From an optimization exercise on the open Yosys and OpenROAD flow, aimed at small area and a short achievable clock period; shortcuts taken in it are not production practice.
RTL that was checked went through simulation tests only; none was proved equivalent to the original.
Power is estimated from default activity; no workload was simulated.

Design mac, start of the top module:
module mac (
    input  logic clk,
    input  logic rst,
    input  logic signed [15:0] a_in,
    input  logic signed [15:0] b_in,
    input  logic acc_clear,
    output logic acc_out_valid,
    output logic signed [34:0] acc_out
);
logic [15:0] a_r;
logic [7:0] one_r, two_r, neg_r;
wire  [16:0] bx = {b_in, 1'b0};
integer k;
always_ff @(posedge clk) begin
    for (k = 0; k < 8; k = k + 1) begin
        one_r[k] <= bx[2*k+1] ^ bx[2*k];
        two_r[k] <= (bx[2*k+2] & ~bx[2*k+1] & ~bx[2*k]) | (~bx[2*k+2] & bx[2*k+1] & bx[2*k]);
        neg_r[k] <= bx[2*k+2];
    end
    a_r <= rst ? 16'd0 : a_in;
end
wire [17:0] ax = {a_r[15], a_r, 1'b0};
wire [16:0] pp0;
wire [16:0] pp1;
wire [16:0] pp2;
wire [16:0] pp3;
wire [16:0] pp4;
wire [16:0] pp5;
wire [16:0] pp6;
wire [16:0] pp7;
genvar gi, gj;
generate for (gj = 0; gj < 8; gj = gj + 1) begin : g_pp
    for (gi = 0; gi < 17; gi = gi + 1) begin : g_bit
        wire v = (one_r[gj] & ax[gi+1]) | (two_r[gj] & ax[gi]);
        if (gj == 0) assign pp0[gi] = v ^ neg_r[0];
        if (gj == 1) assign pp1[gi] = v ^ neg_r[1];
        if (gj == 2) assign pp2[gi] = v ^ neg_r[2];
  ...
==> flow/config.mk <==
export PLATFORM = sky130hd
export DESIGN_NAME = mac
export DESIGN_NICKNAME = mac
export VERILOG_FILES = /design/flow/design.v
export SDC_FILE = /design/flow/constraint.sdc
export NUM_CORES = 4
export LEC_CHECK = 0
export CAP_MARGIN = 20
export CORE_MARGIN = 2
export CORE_UTILIZATION = 40
export SETUP_SLACK_MARGIN = 4.5
export SLEW_MARGIN = 20
export SYNTH_HIERARCHICAL = 1
export SYNTH_MINIMUM_KEEP_SIZE = 0
export TNS_END_PERCENT = 0
==> flow/constraint.sdc <==
create_clock -name core_clock -period 7.5 [get_ports {clk}]
set_input_delay 1.5000 -clock core_clock [delete_from_list [all_inputs] [get_ports {clk}]]
set_output_delay 1.5000 -clock core_clock [all_outputs]
set_load 0.01 [all_outputs]
standard.sh (not shown) runs the stock make flow with config.mk's settings and CLKGATE_MAP_FILE= SYNTH_SCRIPT=/design/flow/synth_recipe.tcl, a recipe that flattens the netlist after the stock synthesis.
==> flow/flow/run.sh <==
#!/bin/bash
# Standard ORFS layout (the standard.sh, standard synthesis unchanged); the only
# difference is the cell used for the port buffers that buffer_ports inserts.
set -euo pipefail
export BUFFER_PORTS_ARGS="-buffer_cell sky130_fd_sc_hd__buf_2"
bash standard.sh > standard_flow.log 2>&1
The first run completed with no timing, DRC or antenna violations.
Edit:
Settings changed: SLEW_MARGIN 20 to 60.
Setup slack stays flat.
Clock power goes down by roughly a tenth.
Cell count is about the same.
Via count fell slightly.
Register-to-register slack hardly moves.
Maximum frequency stays flat.
Sequential share of layout area is about the same.

---

mac, a different RTL version from the one above (not shown whole).
Size: ~1100 cells after synthesis, roughly 71 I/O pins, ~11000 um^2 of cells after synthesis.
clock: 7.5 ns
lec_check: 0
cap_margin: 20
core_margin: 2
core_utilization: 40
setup_slack_margin: 3.4
slew_margin: 60
synth_hierarchical: 1
synth_minimum_keep_size: 0
tns_end_percent: 0
Scripts as last shown in full above: flow/flow/run.sh
Edit:
- SETUP_SLACK_MARGIN: 3.4 -> 4.5
After rerunning: The new run finished clean; routed wire length barely changes; total power is higher slightly; die area does not change; worst setup slack is better by 0.16 ns; non-clock buffer count rises by 16; count of clock-buffer cells in the layout does not change; synthesized cell count stays the same; flip-flop and latch count is unchanged.
Edit:
- SETUP_SLACK_MARGIN: 4.5 -> 3.55
Result:
- via count went down by 0.35%
- worst hold slack got worse by 0.0051 ns
- area after synthesis does not change
- final cell count fell by 1.0%
- count of clock-buffer cells in the layout goes down by 1
- critical path depth goes down by 3
- die area stays the same
- global-route usage is about the same
Edit:
- CORE_UTILIZATION: 40 -> 50
- SETUP_SLACK_MARGIN: 3.55 -> 4.5
The changed run went through all stages and came out clean.
Fmax is higher by 3.1%.
Global-route usage is higher by 4.6 points.
Routed wire length barely changes.
Total power is higher by 4.0%.
Via count is higher by 2.2%.
Flip-flop and latch count does not change.
Count of clock-buffer cells in the layout is lower by 1.
First-iteration DRC count is lower by 3.2%.
Setup slack improves by 0.12 ns.
Cell area is higher by 6.9%.
Hold slack improves by 0.0057 ns.

---

mac, a different RTL version from the one above (not shown whole).
For scale: about 1300 cells after synthesis, roughly 110 flip-flops, ~71 I/O pins, about 12000 um^2 of cells after synthesis.
## mac
module mac (
    input  logic clk,
    input  logic rst,
    input  logic signed [15:0] a_in,
    input  logic signed [15:0] b_in,
    input  logic acc_clear,
    output logic acc_out_valid,
    output logic signed [34:0] acc_out
);
export LEC_CHECK = 0
export CAP_MARGIN = 20
export CORE_MARGIN = 2
export CORE_UTILIZATION = 40
export SETUP_SLACK_MARGIN = 2.5
export SLEW_MARGIN = 20
export SYNTH_HIERARCHICAL = 1
export SYNTH_MINIMUM_KEEP_SIZE = 0
create_clock -name core_clock -period 7.5 [get_ports {clk}]
run.sh (not shown) runs the stock make flow with config.mk's settings and CLKGATE_MAP_FILE= SYNTH_SCRIPT=/design/flow/synth_recipe.tcl, a recipe that flattens the netlist after the stock synthesis.
Stock flow here: none of the scripts above is used.
The baseline ran to the end with no violations.
Then changed:
==> flow/flow/run.sh (new file) <==
#!/bin/bash
# Standard ORFS layout (the standard.sh, standard synthesis unchanged); the only
# difference is the cell used for the port buffers that buffer_ports inserts.
set -euo pipefail
export BUFFER_PORTS_ARGS="-buffer_cell sky130_fd_sc_hd__buf_2"
bash standard.sh > standard_flow.log 2>&1
==> flow/standard.sh (new file) <==
#!/bin/bash
# synth_recipe.tcl (not shown) runs the flow's synth.tcl, then flattens the netlist and writes it again
# the make line also repeats each setting of config.mk as NAME=value (left out here)
make -C /OpenROAD-flow-scripts/flow DESIGN_CONFIG=/design/flow/config.mk WORK_HOME=/design/flow/orfs CLKGATE_MAP_FILE= SYNTH_SCRIPT=/design/flow/synth_recipe.tcl "${@:-finish}"
Settings changed: SETUP_SLACK_MARGIN 2.5 to 4.5, TNS_END_PERCENT from default to 0.
removed: flow/run.sh
Outcome: Critical path depth stays the same; worst setup slack is better by 0.50 ns; routed wire length went down slightly; clock-buffer cell count is unchanged; total power went down by a few percent; utilization went down by 0.97 points; sequential power is about the same.
Then changed:
==> flow/run.sh (new file) <==
#!/bin/bash
# synth_recipe.tcl (not shown) runs the flow's synth.tcl, then flattens the netlist and writes it again
# the make line also repeats each setting of config.mk as NAME=value (left out here)
make -C /OpenROAD-flow-scripts/flow DESIGN_CONFIG=/design/flow/config.mk WORK_HOME=/design/flow/orfs CLKGATE_MAP_FILE= SYNTH_SCRIPT=/design/flow/synth_recipe.tcl finish
removed: flow/flow/run.sh
removed: flow/standard.sh
Result:
- The new run went through all stages and came out clean
- total power increases by 5.1%
- routed wire length increases by 4.2%
- final cell count increases by 0.67%
- sequential share of layout area decreases by 0.69 points
- synthesized cell count is unchanged
- global-route usage increases by 1.1 points
- design area increases by 4.2%
- clock-buffer cell count does not change
- clock power increases by 5.0%
Then changed:
Settings changed: SETUP_SLACK_MARGIN 4.5 to default, TNS_END_PERCENT 0 to default.
Maximum frequency falls by about 12%.
Worst hold slack stays flat.
Synthesized cell count stays the same.
Die area does not change.
Power drops by about 1.1%.
Final area went down by 2.0%.
Combinational power is about the same.
Via count is lower by about 0.9%.
Critical path depth shrinks by 1.
Synthesized area does not change.
Then changed:
==> flow/flow/run.sh (new file) <==
#!/bin/bash
# Standard ORFS layout (the standard.sh, standard synthesis unchanged); the only
# difference is the cell used for the port buffers that buffer_ports inserts.
set -euo pipefail
export BUFFER_PORTS_ARGS="-buffer_cell sky130_fd_sc_hd__buf_2"
bash standard.sh > standard_flow.log 2>&1
==> flow/standard.sh (new file) <==
#!/bin/bash
# synth_recipe.tcl (not shown) runs the flow's synth.tcl, then flattens the netlist and writes it again
# the make line also repeats each setting of config.mk as NAME=value (left out here)
make -C /OpenROAD-flow-scripts/flow DESIGN_CONFIG=/design/flow/config.mk WORK_HOME=/design/flow/orfs CLKGATE_MAP_FILE= SYNTH_SCRIPT=/design/flow/synth_recipe.tcl "${@:-finish}"
Settings changed: SETUP_SLACK_MARGIN from default to 4.5, SLEW_MARGIN 20 to 60, TNS_END_PERCENT from default to 0.
removed: flow/run.sh
After rerunning: Routed wire length came out lower by 0.69%. Fmax climbs by 16%. Total power came out lower by 2.0%. Non-clock buffer count goes up by 8. Setup slack gets better by 0.67 ns. Die area does not change.
Then changed:
==> flow/run.sh (new file) <==
#!/bin/bash
# synth_recipe.tcl (not shown) runs the flow's synth.tcl, then flattens the netlist and writes it again
# the make line also repeats each setting of config.mk as NAME=value (left out here)
make -C /OpenROAD-flow-scripts/flow DESIGN_CONFIG=/design/flow/config.mk WORK_HOME=/design/flow/orfs CLKGATE_MAP_FILE= SYNTH_SCRIPT=/design/flow/synth_recipe.tcl finish
Settings changed: SLEW_MARGIN 60 to 20, TNS_END_PERCENT 0 to default.
removed: flow/flow/run.sh
removed: flow/standard.sh
Synthesized cell count does not change; die area does not change; critical path depth increases by 2.
Function was not checked in any run of this note: the RTL went through the layout flow alone.

---

Setup of build 18:
RTL: one of the versions met above, not the one the previous note started from.
For scale: about 1100 cells after synthesis, about 110 flip-flops, roughly 71 I/O pins, roughly 11000 um^2 of cells after synthesis.
Design mac, start of the top module:
module mac (
    input  logic clk,
    input  logic rst,
    input  logic signed [15:0] a_in,
    input  logic signed [15:0] b_in,
    input  logic acc_clear,
    output logic acc_out_valid,
    output logic signed [34:0] acc_out
);
export LEC_CHECK = 0
export CAP_MARGIN = 20
export CORE_MARGIN = 2
export CORE_UTILIZATION = 40
export SETUP_SLACK_MARGIN = 3.8
export SLEW_MARGIN = 60
export SYNTH_HIERARCHICAL = 1
export SYNTH_MINIMUM_KEEP_SIZE = 0
export TNS_END_PERCENT = 0
create_clock -name core_clock -period 7.5 [get_ports {clk}]
standard.sh (not shown) runs the stock make flow with config.mk's settings and CLKGATE_MAP_FILE= SYNTH_SCRIPT=/design/flow/synth_recipe.tcl, a recipe that flattens the netlist after the stock synthesis.
==> flow/flow/run.sh <==
#!/bin/bash
# Standard ORFS layout (the standard.sh, standard synthesis unchanged); the only
# difference is the cell used for the port buffers that buffer_ports inserts.
set -euo pipefail
export BUFFER_PORTS_ARGS="-buffer_cell sky130_fd_sc_hd__buf_2"
bash standard.sh > standard_flow.log 2>&1
Build 18 went all the way through the flow, and no timing, DRC or antenna check failed.
Here is what was changed in the inputs of build 39 compared with build 18.
Settings: SETUP_SLACK_MARGIN changed from 3.8 to 3.7.
--- outcome ---
- Build 39 vs build 18: power after layout down slightly
- | setup slack | build 39 vs build 18 | 7.4 ps lower |
- The final area of build 39 falls short of that of build 18 by 1.9%.
- Build 18: done, clean on timing, DRC and antenna
- Build 39 finished every step from synthesis to the final layout, and the layout passed the timing, design-rule and antenna checks.
- The core of build 39 is less densely filled than that of build 18.
- Relative to build 18, post-synthesis to final-layout area growth has decreased by 2.1 points in build 39.
- Summary: with build 18 as the reference, global placer's final weighted congestion in build 39 moved up by a few percent.
- Count of state elements after synthesis: build 18 vs build 39 — no meaningful difference
- Clock buffer count (lower): build 18
Modified inputs, build 53 compared to build 39
Settings: changing SETUP_SLACK_MARGIN from 3.7 to 4.0.
### Flow results
- Measured against each other, build 39 and build 53 differ in area taken by multi-input logic gates, the higher figure coming from build 53.
- Of build 39 and build 53, build 39 shows the higher average via count per standard cell, with build 53 below it.
- Run comparison: build 39 timing endpoint of the critical path acc_s[21]$_SDFFE_PP0P_; build 53 timing endpoint of the critical path acc_s[19]$_SDFFE_PP0P_
- Build 53 and build 39 ended up with roughly the same share of the clock period used by the worst path.
- Build 53 vs. build 39: fraction of power consumed by combinational cells essentially unchanged, power consumption increased 0.46%, number of instances on the worst hold path essentially unchanged.

[port drivers added, routing unchanged]
Ports are ideal in the flow. The routed layouts listed here were re-timed in OpenROAD. Step 1 (the two cells are an assumption about what drives the block):
set clk [get_ports {clk}]
set_driving_cell -lib_cell sky130_fd_sc_hd__clkbuf_16 $clk
set_driving_cell -lib_cell sky130_fd_sc_hd__buf_2 [delete_from_list [all_inputs] $clk]
Step 2 times the ports against the registers' clock, not the clock port: input delays grow and output delays shrink by t, the midpoint of the rising clock arrivals with the driver on. Slacks: ideal ports / drivers / drivers and shift; pairs: ideal ports / drivers.
| run | shift t [ns] | slack for setup (ns) | hold slack, ns | latest minus earliest clock arrival (ns) | worst slew at a driven data input, ns |
|---|---|---|---|---|---|
| the first run of note 1 | 0.426 | 3.534 / 3.486 / 3.276 | 0.456 / 0.456 / 0.456 | 0.014 / 0.014 | 0.04 |
| the second run of note 1 | 0.417 | 3.533 / 3.485 / 3.282 | 0.455 / 0.455 / 0.455 | 0.015 / 0.014 | 0.05 |
| the first run of note 2 | 0.411 | 3.541 / 3.525 / 3.411 | 0.476 / 0.476 / 0.476 | 0.015 / 0.014 | 0.04 |
| the second run of note 2 | 0.413 | 3.704 / 3.674 / 3.355 | 0.475 / 0.475 / 0.475 | 0.012 / 0.013 | 0.04 |
| the third run of note 2 | 0.416 | 3.605 / 3.556 / 3.282 | 0.470 / 0.470 / 0.470 | 0.022 / 0.021 | 0.04 |
| the fourth run of note 2 | 0.402 | 3.723 / 3.676 / 3.420 | 0.476 / 0.476 / 0.476 | 0.015 / 0.015 | 0.04 |
| the first run of note 3 | 0.462 | 2.721 / 2.679 / 3.084 | 0.467 / 0.467 / 0.467 | 0.015 / 0.015 | 0.04 |
| the second run of note 3 | 0.468 | 3.221 / 3.173 / 3.099 | 0.466 / 0.466 / 0.466 | 0.013 / 0.013 | 0.03 |
| the third run of note 3 | 0.464 | 3.157 / 3.110 / 3.067 | 0.467 / 0.467 / 0.467 | 0.014 / 0.014 | 0.04 |
| the fourth run of note 3 | 0.462 | 2.565 / 2.523 / 2.985 | 0.469 / 0.469 / 0.469 | 0.017 / 0.017 | 0.04 |
| the fifth run of note 3 | 0.461 | 3.233 / 3.190 / 3.384 | 0.471 / 0.471 / 0.471 | 0.013 / 0.013 | 0.03 |
| the sixth run of note 3 | 0.474 | 3.218 / 3.170 / 3.638 | 0.472 / 0.472 / 0.472 | 0.012 / 0.012 | 0.07 |
| build 18 | 0.408 | 3.709 / 3.666 / 3.438 | 0.478 / 0.478 / 0.478 | 0.017 / 0.017 | 0.04 |
| build 39 | 0.408 | 3.701 / 3.657 / 3.386 | 0.473 / 0.473 / 0.473 | 0.013 / 0.013 | 0.03 |
| build 53 | 0.413 | 3.704 / 3.674 / 3.355 | 0.475 / 0.475 / 0.475 | 0.012 / 0.013 | 0.04 |
After both steps every run listed still meets setup and hold.
